Context: an optimization exercise on an open-source flow, tuned for a short achievable clock period and few clock cycles. The choices shown serve that exercise and are no tape-out recipe. In this exercise RTL edits were held to simulation tests only and were not proved equivalent to the original. Power is estimated from default activity; no workload was simulated.

<file path="design/flow/design.v">
module fsm_b1 (
	input 	logic clk,
	input	logic rst,
	input 	logic req_1,
	output 	logic req_2,
	output 	logic ack_1,
	input  	logic ack_2,
	output 	logic req_int_a,
	output 	logic req_int_b,
	input  	logic ack_int_a,
	input  	logic ack_int_b,
	output  logic req_init,
	input   logic ack_init,
	output 	logic init_br,
	output	logic eoc,
	input   logic eol_a,
	input	logic eol_b
); 
	typedef enum {Wait, Req_Init, Init, Init_Br, Calc, Fill_First, Wait_Fill_First, Wait_Calc, Wait_Ack_Fill, Req_Fill, Wait_Ack, Stage_Two, End} fsm_t;
	fsm_t state, next_state;
	logic next_ack_1, stage_2, next_stage_2;
	always_ff @ ( posedge clk )
		begin
			if (rst == 1'b0)
				begin
					ack_1   <= 1'b0;
					stage_2 <= 1'b0;
					state   <= Wait;
				end
			else
				begin
					stage_2 <= next_stage_2;
					ack_1   <= next_ack_1;
					state   <= next_state;
				end
		end
	always_comb 
		begin
			init_br    	= 1'b0;
			req_int_a  	= 1'b0;
			req_int_b  	= 1'b0;
			req_2      	= 1'b0;		
			req_init   	= 1'b0;
			eoc 		= 1'b0;
			next_ack_1 	 = ack_1;
			next_stage_2 = stage_2;
			next_state 	 = state;
			case (state)
				Wait: begin
					next_ack_1 = 1'b0;
					next_stage_2    = 1'b0;
					if( req_1 == 1'b0 ) begin
							next_state = Req_Init;
					end
				end
				Req_Init : begin
					req_init   = 1'b1;
					next_ack_1 = 1'b1;
					next_state = Init;
				end
				Init :
					if ( ack_init == 1'b0 ) begin
						next_state = Init_Br;
					end
				Init_Br : begin
					init_br    = 1'b1;
					next_state = Calc;
				end
				Calc:
					if ( ack_int_a == 1'b0 && ack_int_b == 1'b0 ) begin
						next_state = Fill_First;
					end
				Fill_First : begin
					req_2 = 1'b1;
					next_state = Wait_Fill_First;
				end
				Wait_Fill_First : begin
					if ( ack_2 == 1'b0 ) begin
						next_state = Wait_Calc;
					end
				end
				Wait_Calc: begin
					req_int_a = 1'b1;
					req_int_b = 1'b1; 
					next_state = Wait_Ack_Fill;
				end
				Wait_Ack_Fill : begin
					if ( ack_int_a == 1'b0 && ack_int_b == 1'b0 )begin
							next_state = Req_Fill;
					end
				end
				Req_Fill: begin
					req_2 = 1'b1;
					next_state = Wait_Ack;
				end
				Wait_Ack: begin
					req_2 = 1'b0;
					if ( eoc == 1'b1 ) begin
						next_state = Wait;
					end
					else if ( ( stage_2 == 1'b1 && (eol_a == 1'b1 || eol_b == 1'b1 ) ) && ack_int_a == 1'b0 && ack_int_b == 1'b0 && ack_2 == 1'b0 )begin
						next_state = End;					
					end
					else if ( ( eol_a == 1'b1 && eol_b == 1'b1 ) && ack_int_a == 1'b0 && ack_int_b == 1'b0 && ack_2 == 1'b0 ) begin
						next_state = End;
					end
					else if ( ( eol_a == 1'b1 || eol_b == 1'b1 ) && ack_int_a == 1'b0 && ack_int_b == 1'b0 && ack_2 == 1'b0 ) begin
						next_state = Stage_Two;
					end
					else begin
						if ( ack_2 == 1'b0 ) begin
							next_state = Wait_Calc;
						end
					end
				end
				Stage_Two : begin
					next_stage_2 = 1'b1;
					next_state   = Req_Init;				
				end
				End : begin
					eoc = 1'b1;
					next_state = Wait;
				end
				default : begin
					req_init   	= 1'b0;
					next_ack_1 	= 1'b0;
					req_int_a  	= 1'b0;
					req_int_b  	= 1'b0;
					init_br    	= 1'b0;
					req_2      	= 1'b0;
					next_state 	= Wait;
				end
				endcase
		end
endmodule 
module initiator (
	input 	logic clk,
	input	logic rst,
	input 	logic req_init,
	output 	logic ack_init,
	input	logic eoc,
	input   logic [23:0] point_a,
    input   logic [23:0] point_b,
    input   logic [23:0] point_c,
    input   logic [23:0] point_out_a,
    input   logic [23:0] point_out_b,
    output  logic [23:0] point_max,
    output  logic [23:0] point_1,
    output  logic [23:0] point_2
); 
	typedef enum {Wait, Init_Max, Calc_Max, Req_Init_Br_Max, Wait_Eol, Init_Min, Calc_Min, Req_Init_Br_Min, End} fsm_t;
	fsm_t state, next_state;
    logic [23:0] a, b, c, next_point_max, next_point_1, next_point_2;
    logic [23:0] next_a, next_b, next_c;
    always_ff @ ( posedge clk )
		begin
			if ( rst == 1'b0 )
				begin
					a         <= 0;
					b	      <= 0;
					c	      <= 0;
					point_max <= 0;
					point_1   <= 0;
					point_2   <= 0;
					state     <= Wait;
				end
			else
				begin
                    a         <= next_a;
                    b         <= next_b;
                    c         <= next_c;
                    point_max <= next_point_max;
                    point_1   <= next_point_1;
                    point_2   <= next_point_2;
					state     <= next_state;
				end
		end
    always_comb begin
            ack_init       = 1'b0;
            next_a         = a;
            next_b         = b;
            next_c         = c;
            next_point_max = point_max;
            next_point_1   = point_1;
            next_point_2   = point_2;
            next_state     = state;
            case (state)
                Wait: begin
                    if ( req_init == 1'b1 ) begin
                            next_state = Init_Max; 
                    end
                end
                Init_Max : begin
                	ack_init = 1'b1;
                	next_state    = Calc_Max;
                end
                Calc_Max: begin
                		ack_init = 1'b1;
                		if ( point_a[15:8] == point_b[15:8] && point_a[15:8] < point_c[15:8] ) begin
                			    next_point_max = point_c;
                                next_point_1   = point_b;
                                next_point_2   = point_a;
                                next_a = point_c;
                                next_b = point_a;
                                next_c = point_c;
                				next_state = Req_Init_Br_Max;
                		end
                		else if ( point_c[15:8] == point_b[15:8] && point_c[15:8] < point_a[15:8] ) begin
                			    next_point_max = point_a;
                                next_point_1   = point_b;
                                next_point_2   = point_c;
                                next_a = point_a;
                                next_b = point_b;
                                next_c = point_c;
                				next_state = Req_Init_Br_Max;
                		end
                		else if ( point_a[15:8] == point_c[15:8] && point_a[15:8] < point_b[15:8] ) begin
                			    next_point_max = point_b;
                                next_point_1   = point_c;
                                next_point_2   = point_a;
                                next_a = point_b;
                                next_b = point_a;
                                next_c = point_c;
                				next_state = Req_Init_Br_Max;
                		end
                        else if ( point_a[15:8] <= point_b[15:8] && point_a[15:8] <= point_c[15:8] ) begin
                                next_point_max = point_a;
                                next_point_1   = point_b;
                                next_point_2   = point_c;
                                next_a = point_a;
                                next_b = point_b;
                                next_c = point_c;
                				next_state = Req_Init_Br_Max;
                            end
                        else if ( point_b[15:8] <= point_a[15:8] && point_b[15:8] <= point_c[15:8] ) begin
                                next_point_max = point_b;
                                next_point_1   = point_a;
                                next_point_2   = point_c;
                                next_a = point_b;
                                next_b = point_a;
                                next_c = point_c;
                				next_state = Req_Init_Br_Max;
                        end
                        else if ( point_c[15:8] <= point_a[15:8] && point_c[15:8] <= point_b[15:8] ) begin
                                next_point_max = point_c;
                                next_point_1   = point_a;
                                next_point_2   = point_b;
                                next_a = point_c;
                                next_b = point_a;
                                next_c = point_b;
                				next_state = Req_Init_Br_Max;
                        end
                        else
                            begin
                                next_state = End;
                            end
                end
                Req_Init_Br_Max: begin
                	ack_init    = 1'b1;
                	next_state  = Wait_Eol;
                end
                Wait_Eol: begin
                    if ( req_init == 1'b1 ) begin
                    	next_state = Init_Min;
                    end
                    else if ( eoc ) begin
                    	next_state = End;
                    end
                end
                Init_Min : begin
                    ack_init      = 1'b1;
                	next_state    = Calc_Min;
                end
                Calc_Min: begin
                	ack_init   = 1'b1;
                	next_state = Req_Init_Br_Min;
                	if ( point_out_b == b ) begin
                		next_point_max = c;
                		next_point_1   = b;
                		next_point_2   = point_out_a;
                	end
                	else if ( point_out_b == c ) begin
                		next_point_max = b;
                		next_point_1   = c;
                		next_point_2   = point_out_a;
                	end
                	else if ( point_out_a == b ) begin
                		next_point_max = c;
                		next_point_1   = b;
                		next_point_2   = point_out_b;
                	end
                	else if ( point_out_a == c ) begin
                		next_point_max = b;
                		next_point_1   = c;
                		next_point_2   = point_out_b;
                	end
                end
                Req_Init_Br_Min : begin
                	ack_init    = 1'b1;
                	next_state  = End;
                end
                End: begin
                	next_state     = Wait;
                end
            default : begin
            	ack_init   = 1'b0;
            	next_state      = Wait;
            end 
            endcase
        end
endmodule
module brensenham_line (
	input logic clk,  
	input logic rst,
	input  logic req,
	output logic ack,
	input  logic init,
	input  logic eoc,
	output logic eol,
	input  logic [23:0] point_a,   
	input  logic [23:0] point_b,   
	output logic [23:0] point_out  
);
	logic [7:0] dx, next_dx;
	logic [7:0] dy, next_dy;
	logic [7:0] dz, next_dz;
	logic [7:0] x1, next_x1;
	logic [7:0] y1, next_y1, i_y1;
	logic [7:0] z1, next_z1, i_z1;
	logic [7:0] y_old, next_y_old;
	logic [7:0] xs, next_xs;
	logic [7:0] ys, next_ys;
	logic [7:0] zs, next_zs;
	logic [23:0] p_o, next_p_o;
	logic [8:0] p1, next_p1, i_p1;
	logic [8:0] p2, next_p2, i_p2;
	typedef enum {Wait,Init,Axis,Calc_x,Calc_y,Calc_z, Wait_x,Wait_y,Wait_z, Inter_x, Inter_z, End} fsm_t;  
	fsm_t state,next_state;
  always_ff @( posedge clk ) begin 
	if( rst == 1'b0 ) begin
		state <= Wait;
		p1    <= 0;
		p2    <= 0;
		x1    <= 0;
		y1    <= 0;
		z1    <= 0;
		p_o   <= 0;
		y_old <= 0;
		dx <= next_dx;
	    dy <= next_dy;
		dz <= next_dz;
	end
	else begin
			p1 <= next_p1;
			p2 <= next_p2;
			x1 <= next_x1;
			y1 <= next_y1;
			z1 <= next_z1;
			xs <= next_xs;
			ys <= next_ys;
			zs <= next_zs;
			dx <= next_dx;
			dy <= next_dy;
			dz <= next_dz;
			p_o 	<= next_p_o;
			state   <= next_state;
			y_old   <= next_y_old;
	end
  end
  always_comb begin
		next_p1 = p1;
		next_p2 = p2;
		next_x1 = x1;
		next_y1 = y1;
		next_z1 = z1;
		next_dx = dx;
		next_dy = dy;
		next_dz = dz;
		next_xs = xs;
		next_ys = ys;
		next_zs = zs;
		next_y_old = y_old;
		next_p_o = p_o;
		next_state = state;
		i_y1 = y_old;
		ack = 1'b0;
		eol = 1'b0;
		point_out = p_o;
		i_p1=0;
		i_p2=0;
		i_z1=0;
	  case (state)
	  	Wait : begin
			next_p1 = 0;
			next_p2 = 0;
			next_x1 = 0;
			next_y1 = 0;
			next_z1 = 0;
			next_y_old = 0;
			  if( init == 1'b1 ) begin
				  next_state = Init;
			  end
		end 
		Init : begin
			ack  = 1'b1	;
			next_dx = (point_a[23:16]<point_b[23:16])? (point_b[23:16]-point_a[23:16])     : (point_a[23:16]-point_b[23:16]);
			next_dy = (point_a[15:8]<point_b[15:8])?   (point_b[15:8]-point_a[15:8])       : (point_a[15:8]-point_b[15:8]);
			next_dz = (point_a[7:0]<point_b[7:0])?     (point_b[7:0]-point_a[7:0])         : (point_a[7:0]-point_b[7:0]);
			next_xs = (point_a[23:16]<point_b[23:16])? 1 : -1;
			next_ys = (point_a[15:8] <point_b[15:8])?  1 : -1;
			next_zs = (point_a[7:0]  <point_b[7:0])?   1 : -1;
			next_x1 = point_a[23:16];
			next_y1 = point_a[15:8];
			next_z1 = point_a[7:0];
			next_y_old = point_a[15:8];
			next_state = Axis;
			end
		Axis : begin
			ack  = 1'b1;
			if( dx >= dy && dx >= dz) begin 
				next_p1 = 2*dy - dx;
				next_p2 = 2*dz - dx;
				next_state = Wait_x;
			end
			else if (dy >= dx && dy >=dz ) begin 
				next_p1 = 2*dx - dy;
				next_p2 = 2*dz - dy;
				next_state = Wait_y;
			end
			else begin
				next_p1 = 2*dy - dz;
				next_p2 = 2*dx - dz;
				next_state = Wait_z;
			end
		end 
		Calc_x : begin 
			ack = 1'b1;
			next_x1 = x1 + xs;
			if(p1[8] == 1'b0) begin
				next_y1 = y1 + ys;
				i_y1 = y1 + ys;
				i_p1 = - 2 * dx;
			end
			else begin
				i_p1 = 0;
				end
			if(p2[8] == 1'b0) begin
				next_z1 = z1 + zs;
				i_p2 = - 2 * dx;
			end
			else begin
				i_p2 = 0;
				end
			next_p1 = p1 + i_p1 + 2 * dy;
			next_p2 = p2 + i_p2 + 2 * dz;
			if (y_old == i_y1 &&  i_y1 != point_b[15:8] ) begin
				next_state = Calc_x;
				next_y_old = y_old;
			end
			else begin
				next_y_old = i_y1;
				next_state = Inter_x;
			end 
		end 
		Calc_y : begin
			ack = 1'b1;
			next_y1 = y1 + ys;
			if(p1[8] == 1'b0) begin
				next_x1 = x1 + xs;
				i_p1 = - 2 * dy;
			end
			else begin
				i_p1 = 0;
			end
			if(p2[8] == 1'b0) begin
				next_z1 = z1 + zs;
				i_p2 = - 2 * dy;
			end 
			else begin
				i_p2 = 0;
			end
			next_p1 = p1 + i_p1 + 2 * dx;
			next_p2 = p2 + i_p2 + 2 * dz;
			next_y_old = y_old + ys;
			next_state = Wait_y;
		end
		Calc_z : begin 
			ack = 1'b1;
			next_z1 = z1 + zs;
			i_z1 = z1 + zs;
			if(p1[8] == 1'b0) begin
				next_y1 = y1 + ys;
				i_y1 = y1 + ys;
				i_p1 = - 2 * dz;
			end 
			else begin
				i_p1 = 0;
			end 
			if(p2[8] == 1'b0) begin
				next_x1 = x1 + xs;
				i_p2 = - 2 * dz;
			end 
			else begin
				i_p2 = 0;
			end
			next_p1 = p1 + i_p1 + 2 * dy;
			next_p2 = p2 + i_p2 + 2 * dx;
			if (y_old == i_y1 && i_y1 != point_b[15:8] && i_z1 != point_b[7:0]) begin
				next_state = Calc_z;
				next_y_old = y_old;
			end
			else begin
				next_state = Inter_z;
			end 
		end
		Wait_x : begin
			next_p_o[23:16]  = x1;
			next_p_o[15:8]   = y1;
			next_p_o[7:0]    = z1;
			point_out[23:16] = x1;
			point_out[15:8]  = y1;
			point_out[7:0]   = z1;
			if( req ==1'b1 && x1 != point_b[23:16] ) begin
				next_state = Calc_x;
			end
			else if (  x1 == point_b[23:16] && y1 == point_b[15:8] && z1 == point_b[7:0]) begin
				next_state = End;
			end
			else if( init == 1'b1) begin
			next_state = Init;
			end
		end
		Wait_y : begin 
			next_p_o[23:16]  = x1;
			next_p_o[15:8]   = y1;
			next_p_o[7:0]    = z1;
			point_out[23:16] = x1;
			point_out[15:8]  = y1;
			point_out[7:0]   = z1;
			if( req ==1'b1 && y1 != point_b[15:8]  ) begin
				next_state = Calc_y;
			end
			else if ( x1 == point_b[23:16] && y1 == point_b[15:8] && z1 == point_b[7:0]) begin
				next_state = End;
			end
			else if( init == 1'b1) begin
			next_state = Init;
			end
		end
		Wait_z : begin 
			next_p_o[23:16]  = x1;
			next_p_o[15:8]   = y1;
			next_p_o[7:0]    = z1;
			point_out[23:16] = x1;
			point_out[15:8]  = y1;
			point_out[7:0]   = z1;
			if( req == 1'b1 && z1 != point_b[7:0]) begin
				next_state = Calc_z;
			end
			else if ( x1 == point_b[23:16] && y1 == point_b[15:8] && z1 == point_b[7:0]) begin
				next_state = End;
			end
			else if( init == 1'b1) begin
			next_state = Init;
			end
		end
		Inter_x : begin
			ack = 1'b1;
			if ( ( x1 != point_b[23:16] || z1 != point_b[7:0] ) && y1 == point_b[15:8] ) begin
				next_state = Calc_x;
			end
			else begin
				next_state = Wait_x;
			end			
		end
		Inter_z : begin
			ack = 1'b1;
			if ( ( x1 != point_b[23:16] || z1 != point_b[7:0] ) && y1 == point_b[15:8] ) begin
				next_state = Calc_z;
			end
			else begin
				next_state = Wait_z;
			end	
		end
		End : begin
		eol = 1'b1;
		if(init == 1'b1) begin
			next_state = Init;
			end 
		else if( eoc == 1'b1 ) begin
			next_state = Wait;
		end 
		end 
	  default : begin
	  		next_p1 = p1;
		next_p2 = p2;
		next_x1 = x1;
		next_y1 = y1;
		next_z1 = z1;
		next_dx = dx;
		next_dy = dy;
		next_dz = dz;
		next_xs = xs;
		next_ys = ys;
		next_zs = zs;
		next_p_o = p_o;
		next_state = state;
		ack = 1'b0;
		point_out = p_o;
	  end
	  endcase
	end
endmodule 
module b1( 
    input  logic clk,
    input  logic rst,
    input  logic req_1,
    output logic ack_1,
    output logic req_2,
    input  logic ack_2,
    input  logic [23:0] point_a,
    input  logic [23:0] point_b,
    input  logic [23:0] point_c,
    output logic [23:0] point_out_a,
    output logic [23:0] point_out_b
);
logic req_int_a, req_int_b, ack_int_a, ack_int_b;
logic req_init, eoc, eol_a, eol_b, ack_init, init_br;
logic [23:0] point_max, point_1, point_2;
fsm_b1 u_fsm_b1(
	.clk 		  ( clk ),
	.rst 		  ( rst ),
	.req_1 		  ( req_1 ),
	.req_2 		  ( req_2 ),
	.ack_1 		  ( ack_1 ),
	.ack_2 	      ( ack_2 ),
	.req_int_a    ( req_int_a ),
	.req_int_b    ( req_int_b ),
	.ack_int_a    ( ack_int_a ),
	.ack_int_b 	  ( ack_int_b ),
	.req_init     ( req_init ),
	.ack_init     ( ack_init ),
    .init_br      ( init_br ),
    .eoc          ( eoc ),
    .eol_a		  ( eol_a ),
    .eol_b        ( eol_b )
);
initiator u_initiator (
	.clk 		 ( clk ),
	.rst 		 ( rst ),
	.req_init    ( req_init ),
	.ack_init 	 ( ack_init ),
	.eoc         ( eoc ),
	.point_a 	 ( point_a ),
    .point_b 	 ( point_b ),
    .point_c     ( point_c ),
    .point_out_a ( point_out_a ),
    .point_out_b ( point_out_b ),
    .point_max   ( point_max ),
    .point_1     ( point_1 ),
    .point_2	 ( point_2 )
);
brensenham_line u_bresenham_line_a (
	.clk       ( clk ),  
	.rst       ( rst ),
	.req 	   ( req_int_a ),
	.ack 	   ( ack_int_a ),
	.init 	   ( init_br ),
	.eol       ( eol_a ),
	.eoc 	   ( eoc ),
	.point_a   ( point_max ),   
	.point_b   ( point_1 ),   
	.point_out ( point_out_a )  
);
brensenham_line u_bresenham_line_b (
	.clk       ( clk ),  
	.rst       ( rst ),
	.req 	   ( req_int_b ),
	.ack 	   ( ack_int_b ),
	.init 	   ( init_br ),
	.eol       ( eol_b   ),
	.eoc       ( eoc ),
	.point_a   ( point_max ),   
	.point_b   ( point_2 ),   
	.point_out ( point_out_b )  
);
endmodule 
module b2_with_z (
    input  logic clk, 
    input  logic rst,
    input  logic req_2,
    output logic ack_2, 
    input  logic [23:0] point_out_a,  
    input  logic [23:0] point_out_b, 
    input  logic [23:0] rgb,
    output logic [7:0]  rdata,
    output logic [7:0]  gdata,
    output logic [7:0]  bdata,
    output logic [15:0] waddr,
    output logic [15:0] raddr,
    output logic we,
    output logic [7:0] zdata_out,
    output logic wez,
    input  logic [7:0] zdata_in
); 
    typedef enum {Wait, Initiate_b,Axis_b, Calc_x_b,X_axis, Z_axis, Calc_z_b, Wait_x_b, Wait_z_b, Calc_Addr,Wait_Addr, Wait_To_Write, Write_RGB, End} fsm_t;
    fsm_t state, next_state;
    reg [15:0] next_waddr, next_raddr;
    reg [7:0]  next_rdata, next_gdata, next_bdata, next_zdata;
	logic [7:0] dx, next_dx;
	logic [7:0] dz, next_dz;
	logic [7:0] x1, next_x1;
	logic [7:0] z1, next_z1;
	logic [7:0] xs, next_xs;
	logic [7:0] zs, next_zs;
	logic [8:0] p2, next_p2, i_p2;
    logic axis, next_axis;
    always_ff @(posedge clk) begin
        if ( rst == 1'b0 ) begin
            state       <= Wait;
            waddr       <= 0;
            rdata       <= 0;
            gdata       <= 0;
            bdata       <= 0;
            dx          <= 0;
            dz          <= 0;
            x1          <= 0;
            z1          <= 0;
            xs          <= 0;
            zs          <= 0;
            p2          <= 0;
            axis        <= 0;
            zdata_out   <= 0;
            raddr		<= 0;
        end
        else begin
        	raddr       <= next_raddr;
            rdata       <= next_rdata;
            gdata       <= next_gdata;
            bdata       <= next_bdata;
            zdata_out   <= next_zdata;
            waddr       <= next_waddr;
            state       <= next_state;
            dx          <= next_dx;
            dz          <= next_dz;
            x1          <= next_x1;
            z1          <= next_z1;
            xs          <= next_xs;
            zs          <= next_zs;
            p2          <= next_p2;
            axis        <= next_axis;
        end
    end
    always_comb begin
    	next_state   = state;	
    	next_rdata   = rdata;
    	next_gdata   = gdata;
    	next_bdata   = bdata;
        next_zdata   = zdata_out ;
        next_dx      = dx;
        next_dz      = dz;
        next_x1      = x1;
        next_z1      = z1;
        next_xs      = xs;
        next_zs      = zs;
        next_p2      = p2;
        next_axis    = axis;
		ack_2        = 1'b0;
    	we 		     = 1'b0;
        wez 		 = 1'b0;
		i_p2 		 = 1'b0;
		next_waddr[15:8]   = point_out_b[15:8];
       	next_waddr[7:0]    = x1;
        next_raddr[15:8]   = point_out_b[15:8];
        next_raddr[7:0]    = x1;
        case (state)
            Wait:
                if ( req_2 == 1'b1 ) begin
                    next_state = Initiate_b;
                end
            Initiate_b: begin
                ack_2      = 1'b1; 
				next_state = Calc_Addr;
                next_dx = (point_out_a[23:16]<point_out_b[23:16])? (point_out_b[23:16]-point_out_a[23:16])     : (point_out_a[23:16]-point_out_b[23:16]);
                next_dz = (point_out_a[7:0]<point_out_b[7:0])?     (point_out_b[7:0]-point_out_a[7:0])         : (point_out_a[7:0]-point_out_b[7:0]);
                next_xs = (point_out_a[23:16]<point_out_b[23:16])? 1 : -1;
                next_zs = (point_out_a[7:0]  <point_out_b[7:0])?   1 : -1;
                next_x1 = point_out_a[23:16];
                next_z1 = point_out_a[7:0];
                next_state = Axis_b;
            end
            Axis_b : begin
                ack_2 = 1'b1;
                if( dx >= dz) begin 
				    next_p2    = 2*dz - dx;
				    next_state = X_axis;
			    end
                else begin
                    next_p2    = 2*dx - dz;
                    next_state = Z_axis;
                end
            end
            X_axis : begin
            	ack_2     = 1'b1;
            	next_axis  = 1'b1;
            	next_state = Calc_Addr;
            end 
            Z_axis : begin
            	ack_2     = 1'b1;
            	next_axis  = 1'b0;
            	next_state = Calc_Addr;
            end 
            Calc_x_b : begin
                ack_2     = 1'b1;
                next_axis = 1'b1; 
                next_x1   = x1 + xs;
			    if(p2[8] == 1'b0) begin
			    	next_z1 = z1 + zs;
			    	i_p2    = 2 * dx;
			    end
			    else begin
				    i_p2 = 0;
			    end
                next_p2    = p2 - i_p2 + 2 * dz;
                next_state = Calc_Addr;
            end
            Calc_z_b : begin
                ack_2     = 1'b1;
                next_axis = 1'b0;
                next_z1   = z1 + zs;
			    if(p2[8] == 1'b0) begin
				    next_x1 = x1 + xs;
				    i_p2    = 2 * dz;
			    end 
			    else begin
				    i_p2 = 0;
			    end
			    next_p2    = p2 - i_p2 + 2 * dx;
                next_state = Calc_Addr;
            end
            Calc_Addr: begin
                ack_2              = 1'b1;	
                next_zdata = z1;
                next_state         = Wait_Addr;
            end
            Wait_Addr : begin
            	ack_2              = 1'b1;
            	next_state = Wait_To_Write;
            end
            Wait_To_Write: begin
                ack_2      = 1'b1;
                next_rdata = ( rgb[23:16] < z1 ) ? 0 : rgb[23:16] - z1;
                next_gdata = ( rgb[15:8] < z1 ) ? 0 : rgb[15:8] - z1;
                next_bdata = ( rgb[7:0] < z1 ) ? 0 : rgb[7:0] - z1;
                if( zdata_in < z1 && zdata_in != 0 )begin
                    if(x1 == point_out_b[23:16] && z1 == point_out_b[7:0]) begin
                        next_state   = End;
                    end  
                    else if(axis == 1'b1) begin
                        next_state   = Calc_x_b;
                    end
                    else begin
                        next_state   = Calc_z_b;
                    end
                end
                else begin
                	next_state = Write_RGB;
                end
            end
            Write_RGB : begin
                ack_2        = 1'b1;
                we           = 1'b1;
                wez          = 1'b1;
                if(x1 == point_out_b[23:16] && z1 == point_out_b[7:0]) begin
                    next_state   = End;
                end  
                else if(axis == 1'b1) begin
                    next_state   = Calc_x_b;
                end
                else begin
                    next_state   = Calc_z_b;
                end
            end
            End: begin
               ack_2      = 1'b1;
               next_state = Wait; 
            end
            default: begin
            	we		   = 1'b0;
                ack_2      = 1'b0;
            	next_state = Wait;
            	end 
        endcase        
    end
endmodule 
module zbuf_raster (
    input  logic        clk,
    input  logic        rst,
    input  logic        req_1,
    output logic        ack_1,
    input  logic [23:0] point_a,
    input  logic [23:0] point_b,
    input  logic [23:0] point_c,
    input  logic [23:0] rgb,
    output logic        we,
    output logic [15:0] waddr,
    output logic [7:0]  rdata,
    output logic [7:0]  gdata,
    output logic [7:0]  bdata,
    output logic [7:0]  zdata_out,
    output logic [15:0] raddr,
    input  logic [7:0]  zdata_in
);
logic [23:0] point_out_a, point_out_b;
logic req_2, ack_2, wez;
b1 u_b1(
    .clk         ( clk ),
    .rst         ( rst ),
    .req_1       ( req_1 ),
    .ack_1       ( ack_1 ),
    .req_2       ( req_2 ),
    .ack_2       ( ack_2 ),
    .point_a     ( point_a ),
    .point_b     ( point_b ),
    .point_c     ( point_c ),
    .point_out_a ( point_out_a ),
    .point_out_b ( point_out_b )
);
b2_with_z u_b2_with_z (
    .clk         ( clk ),
    .rst         ( rst ),
    .req_2       ( req_2 ),
    .ack_2       ( ack_2 ),
    .point_out_a ( point_out_a ),
    .point_out_b ( point_out_b ),
    .rgb         ( rgb ),
    .rdata       ( rdata ),
    .gdata       ( gdata ),
    .bdata       ( bdata ),
    .waddr       ( waddr ),
    .zdata_in    ( zdata_in ),
    .zdata_out   ( zdata_out ),
    .wez         ( wez ),
    .raddr       ( raddr ),
    .we          ( we )
);
endmodule
</file>
<file path="design/flow/run.sh">
#!/bin/bash
# synth_recipe.tcl (not shown) runs the flow's synth.tcl, then flattens the netlist and writes it again
# the make line also repeats each setting of config.mk as NAME=value (left out here)
make -C /OpenROAD-flow-scripts/flow DESIGN_CONFIG=/design/flow/config.mk WORK_HOME=/design/flow/orfs CLKGATE_MAP_FILE= SYNTH_SCRIPT=/design/flow/synth_recipe.tcl finish
</file>
<file path="design/flow/config.mk">
export PLATFORM = sky130hd
export DESIGN_NAME = zbuf_raster
export DESIGN_NICKNAME = zbuf_raster
export VERILOG_FILES = /design/flow/design.v
export SDC_FILE = /design/flow/constraint.sdc
export NUM_CORES = 4
export LEC_CHECK = 0
export CAP_MARGIN = 20
export CORE_MARGIN = 2
export CORE_UTILIZATION = 40
export SLEW_MARGIN = 20
</file>
<file path="design/flow/constraint.sdc">
create_clock -name core_clock -period 6.0 [get_ports {clk}]
set_input_delay 1.2000 -clock core_clock [delete_from_list [all_inputs] [get_ports {clk}]]
set_output_delay 1.2000 -clock core_clock [all_outputs]
set_load 0.01 [all_outputs]
</file>
==> impl_metrics.xml <==
<?xml version="1.0" encoding="UTF-8"?>
<metrics>
  <group name="global_route">
    <metric name="grt_pass1_wl" unit="um">302000</metric>
    <metric name="total_global_routing_track_utilization" unit="%">29.7</metric>
    <metric name="grt_start_max_net_pins" unit="">87</metric>
    <metric name="grt-ovfl-total" unit="">0</metric>
    <metric name="antenna_found_initial" unit="">5</metric>
    <metric name="grt_pass1_vias" unit="">47000</metric>
  </group>
  <group name="floorplan">
    <metric name="starting_density_of_the_core" unit="%">40.3</metric>
    <metric name="design.core.area" unit="mm^2">0.129</metric>
    <metric name="rows" unit="">132</metric>
    <metric name="design.die.area" unit="mm^2">0.133</metric>
    <metric name="boundaryPins" unit="">173</metric>
    <metric name="die_w" unit="um">365</metric>
    <metric name="dieHeight" unit="um">365</metric>
  </group>
  <group name="placement">
    <metric name="finalWeightedCongestion" unit="">1.02</metric>
    <metric name="hpwlAfterDp" unit="um">156000</metric>
    <metric name="port_buffers" unit="">172</metric>
    <metric name="placedInstanceArea" unit="mm^2">0.0562</metric>
  </group>
  <group name="timing">
    <metric name="finClkSkew" unit="ns">0.0366</metric>
    <metric name="rsz0062_at_grt" unit="">false</metric>
    <metric name="hold_ws" unit="ns">0.457</metric>
    <metric name="worst-slew-pin-transition" unit="ns">1.10</metric>
    <metric name="finalSetupViolCount" unit="">0</metric>
    <metric name="final_min_period_over_clock_period" unit="%">91.4</metric>
    <metric name="slew-limit-headroom" unit="%">26.4</metric>
    <metric name="fmax" unit="GHz">0.182</metric>
    <metric name="final-hold-violation-count" unit="">0</metric>
    <metric name="fin_tns_setup" unit="ns">0</metric>
    <metric name="fin_crit" unit="ns">5.49</metric>
    <metric name="drv_slew" unit="">0</metric>
  </group>
  <group name="clock_tree">
    <metric name="cts_hold_buf" unit="">0</metric>
    <metric name="cts.sinks" unit="">508</metric>
    <metric name="post_cts_resized" unit="">0</metric>
    <metric name="buffers_from_clock_root_to_sink_at_most" unit="">3</metric>
    <metric name="cts_max_level" unit="">3</metric>
    <metric name="clk_pin_slew_worst_paths" unit="ns">0.06</metric>
    <metric name="root_buffer" unit="">sky130_fd_sc_hd__clkbuf_16</metric>
    <metric name="clock_insertion_delay_worst_skew" unit="ns">0.68</metric>
    <metric name="post_cts_buffers" unit="">0</metric>
    <metric name="cts_tree" unit="">done</metric>
    <metric name="numCtsBuffers" unit="">67</metric>
  </group>
  <group name="route">
    <metric name="drtIter0Drc" unit="">5032</metric>
    <metric name="postRouteAntennaNets" unit="">0</metric>
    <metric name="firstDrtPassIters" unit="">6</metric>
    <metric name="wire_length_reported_by_the_detailed_router" unit="um">201000</metric>
    <metric name="avgRoutedWirePerCell" unit="um">24.4</metric>
    <metric name="drc" unit="">0</metric>
    <metric name="post_drt_via_cell_ratio" unit="">5.92</metric>
    <metric name="routed-via-count" unit="">48800</metric>
  </group>
  <group name="status">
    <metric name="status" unit="">complete, no violations</metric>
  </group>
  <group name="yosys">
    <metric name="sequential_to_total_area_share_from_yosys_stat" unit="%">20.5</metric>
    <metric name="ys_warn_count" unit="">4</metric>
    <metric name="post_synth_inst_count" unit="">6375</metric>
    <metric name="yosysUniqueCellTypes" unit="">91</metric>
    <metric name="ys.flop_type" unit="">sky130_fd_sc_hd__dfxtp_1</metric>
    <metric name="count_of_flip_flops_with_a_built_in_enable_after_synthesis" unit="">54</metric>
    <metric name="yosys_register_bits" unit="">508</metric>
    <metric name="netlist_top_cells_area" unit="">sky130_fd_sc_hd__dfxtp_1 17%, sky130_fd_sc_hd__ha_1 13%, sky130_fd_sc_hd__fa_1 8.0%, sky130_fd_sc_hd__xnor2_1 5.2%, sky130_fd_sc_hd__inv_1 4.2%</metric>
    <metric name="netlist.area_leader.share" unit="%">17.4</metric>
    <metric name="syn-cell-area" unit="mm^2">0.0522</metric>
    <metric name="synth_largest_area_cell" unit="">sky130_fd_sc_hd__dfxtp_1</metric>
    <metric name="synth_async_sr_flop_share" unit="%">0</metric>
    <metric name="postSynthAreaPerCell" unit="um^2">8.18</metric>
  </group>
  <group name="critical_path">
    <metric name="cp_data_required_time" unit="ns">6.52</metric>
    <metric name="worstSetupEndpointType" unit="">flop</metric>
    <metric name="critical_path.slowest_cell" unit="">sky130_fd_sc_hd__edfxtp_1</metric>
    <metric name="cpPeakStageDelay" unit="ns">0.62</metric>
    <metric name="worstReg2RegEnd" unit="">u_b1.u_bresenham_line_a.p1[8]</metric>
    <metric name="critical_path.top_delay_family" unit="">adder cells</metric>
    <metric name="timing.setup.critical_path_class" unit="">reg -&gt; reg</metric>
    <metric name="cp_num_cells" unit="">18</metric>
    <metric name="cp_max_fo" unit="">8</metric>
    <metric name="path_buf_inv" unit="">2</metric>
    <metric name="crit-reg2reg-launch" unit="">u_b1.u_bresenham_line_a.dx[3]</metric>
    <metric name="ff2ff_path_depth" unit="">18</metric>
    <metric name="reg2reg_slack" unit="ns">0.51</metric>
    <metric name="arrival" unit="ns">6.01</metric>
    <metric name="path_common_cell" unit="">sky130_fd_sc_hd__fa_1</metric>
    <metric name="timing.critical_path.from_type" unit="">flop</metric>
    <metric name="cp_cell_sequence" unit="">fa_1 -&gt; fa_1 -&gt; inv_1 -&gt; fa_1 -&gt; inv_1 -&gt; fa_1 -&gt; ha_1 -&gt; xor2_1 -&gt; nor2_1 -&gt; fa_1 -&gt; ha_1 -&gt; a21oi_1 -&gt; xnor2_1 -&gt; o22ai_1 -&gt; nor3_1 -&gt; nor2_1 -&gt; nor3_1 -&gt; a21oi_1</metric>
  </group>
  <group name="min_path">
    <metric name="worstHoldEndpoint" unit="">u_b1.u_bresenham_line_a.state[28]</metric>
    <metric name="hold_path_startpoint" unit="">u_b1.u_bresenham_line_a.state[28]</metric>
    <metric name="worst_hold_path_type" unit="">reg -&gt; reg</metric>
    <metric name="timing.hold.worst_path_depth" unit="">1</metric>
  </group>
  <group name="power_and_ir_drop">
    <metric name="power.static_leakage" unit="nW">25.3</metric>
    <metric name="powerDensity" unit="mW/mm^2">610</metric>
    <metric name="total_power" unit="mW">35.7</metric>
    <metric name="vdd_drop_max" unit="V">0.000659</metric>
  </group>
  <group name="layout">
    <metric name="postLayoutCoreUtil" unit="%">45.2</metric>
    <metric name="area.growth.synth_to_final" unit="%">12.3</metric>
    <metric name="finalNetCount" unit="">7328</metric>
    <metric name="layout-drive-gt1-share" unit="%">6.27</metric>
    <metric name="fin_area" unit="mm^2">0.0586</metric>
  </group>
  <group name="flow_run">
    <metric name="maxCapViolCount" unit="">0</metric>
  </group>
</metrics>
[flip-flops by register name, summed over array words and instances, names as in the netlist, 24 cells and up]
name,cells
u_b1.u_bresenham_line_a.p_o,24
u_b1.u_bresenham_line_a.state,32
u_b1.u_bresenham_line_b.p_o,24
u_b1.u_bresenham_line_b.state,32
u_b1.u_fsm_b1.state,32
u_b1.u_initiator.b,24
u_b1.u_initiator.c,24
u_b1.u_initiator.point_1,24
u_b1.u_initiator.point_2,24
u_b1.u_initiator.point_max,24
[worst max-delay path by stage]
stage	start	to	slack, ns
floorplan	u_b1.u_bresenham_line_a.dx[2]	u_b1.u_bresenham_line_a.p1[8]	1.05
CTS	u_b1.u_bresenham_line_a.dx[3]	u_b1.u_bresenham_line_a.p1[8]	0.51
finish	u_b1.u_bresenham_line_a.dx[3]	u_b1.u_bresenham_line_a.p1[8]	0.51
detailed placement	u_b1.u_bresenham_line_a.dx[3]	u_b1.u_bresenham_line_a.p1[8]	0.53
global placement	u_b1.u_bresenham_line_a.dx[3]	u_b1.u_bresenham_line_a.p1[8]	0.62
global route	u_b1.u_bresenham_line_a.dx[3]	u_b1.u_bresenham_line_a.p1[8]	0.23
[final cells by class]
cell class | count | area (um^2)
well taps | 1742 | 2180
clock buffers | 88 | 1920
fillers | 12900 | 70900
clock inverters | 32 | 429
inverters | 583 | 2200
diodes | 2 | 5.00
multi-input cells | 4930 | 37900
flip-flops and latches | 508 | 10700
repair buffers | 363 | 3270
[metal layers]
metal | global-route usage [%] | vias up | wire (um)
met4 | 13.5 | 2 | 10300
met2 | 46.0 | 2080 | 87800
met1 | 40.2 | 23500 | 87800
li1 | - | 22800 | -
met5 | 0 | - | 13
met3 | 4.86 | 434 | 15400
[cell usage in the layout, fill, tap and decap left out, types with 171 or more instances in the layout]
master,n
sky130_fd_sc_hd__inv_1,580
sky130_fd_sc_hd__fa_1,209
sky130_fd_sc_hd__nor2_1,516
sky130_fd_sc_hd__dfxtp_1,453
sky130_fd_sc_hd__buf_4,181
sky130_fd_sc_hd__a21oi_1,400
sky130_fd_sc_hd__o21ai_0,301
sky130_fd_sc_hd__xnor2_1,312
sky130_fd_sc_hd__xor2_1,210
sky130_fd_sc_hd__clkdlybuf4s50_1,171
sky130_fd_sc_hd__nand2_1,415
sky130_fd_sc_hd__ha_1,559
[Yosys cell counts (all sizes together) (48+ instances only)]
master,n
inv,582
a31oi,68
o31ai,48
xnor2,312
o211ai,102
a21oi,401
o21bai,66
xor2,210
nor3,71
buf,82
a21o,152
clkbuf,299
mux2i,131
a22oi,98
edfxtp,54
o21ai,309
o22ai,73
a211oi,55
fa,209
nor2,519
nand3,119
nor4,64
a22o,49
nand2,416
and2,95
dfxtp,454
nand2b,70
ha,559
nor2b,111
[report_power, final]
group | internal [mW] | leakage, nW | switching, mW
clock | 2.58 | 1.16 | 1.81
sequential | 3.80 | 4.17 | 0.843
combinational | 11.6 | 20.0 | 15.1
[through the flow]
stage	instances	worst slack (ns)
floorplan	6402	1.05
global placement	8124	0.621
detailed placement	8125	0.528
CTS	8245	0.511
global route	8246	0.231
finish	8248	0.515
[kinds of logic after synthesis]
logic type | after synthesis | share of synthesized area, %
xor gates and xnor gates | 524 | 8.85
buffers and inverters | 964 | 7.31
DFF | 508 | 20.5
muxes | 161 | 3.19
adders and majority gates | 769 | 21.5
and+or+nand+nor | 1611 | 14.7
other | 1 | 0.00719
AOI/OAI and AO/OA | 1837 | 24.0
Testbench counts, summed over its fixed seeds: cycles 719,944.

[static timing again, ports no longer ideal]
In the flow no input, the clock included, has a driving cell. The finished layout below was timed again as built, in two steps. Step 1 sets driving cells, clkbuf_16 on the clock port and buf_2 on the other inputs (assumed; they add their load-dependent delay and slew). Step 2 times the ports against the registers' clock, not the clock port: input delays grow and output delays shrink by t, the midpoint of the rising clock arrivals with the driver on. a / b / c = no drivers / after step 1 / after step 2; a / b = the first two.
shift t [ns]: 0.740
setup WS [ns]: 0.515 / 0.515 / 0.515
clock arrival spread, ns: 0.044 / 0.043
After both steps this run still meets setup and hold. The setup slack of this run moves by 0.000 ns with the drivers and by 0.000 ns with both steps.
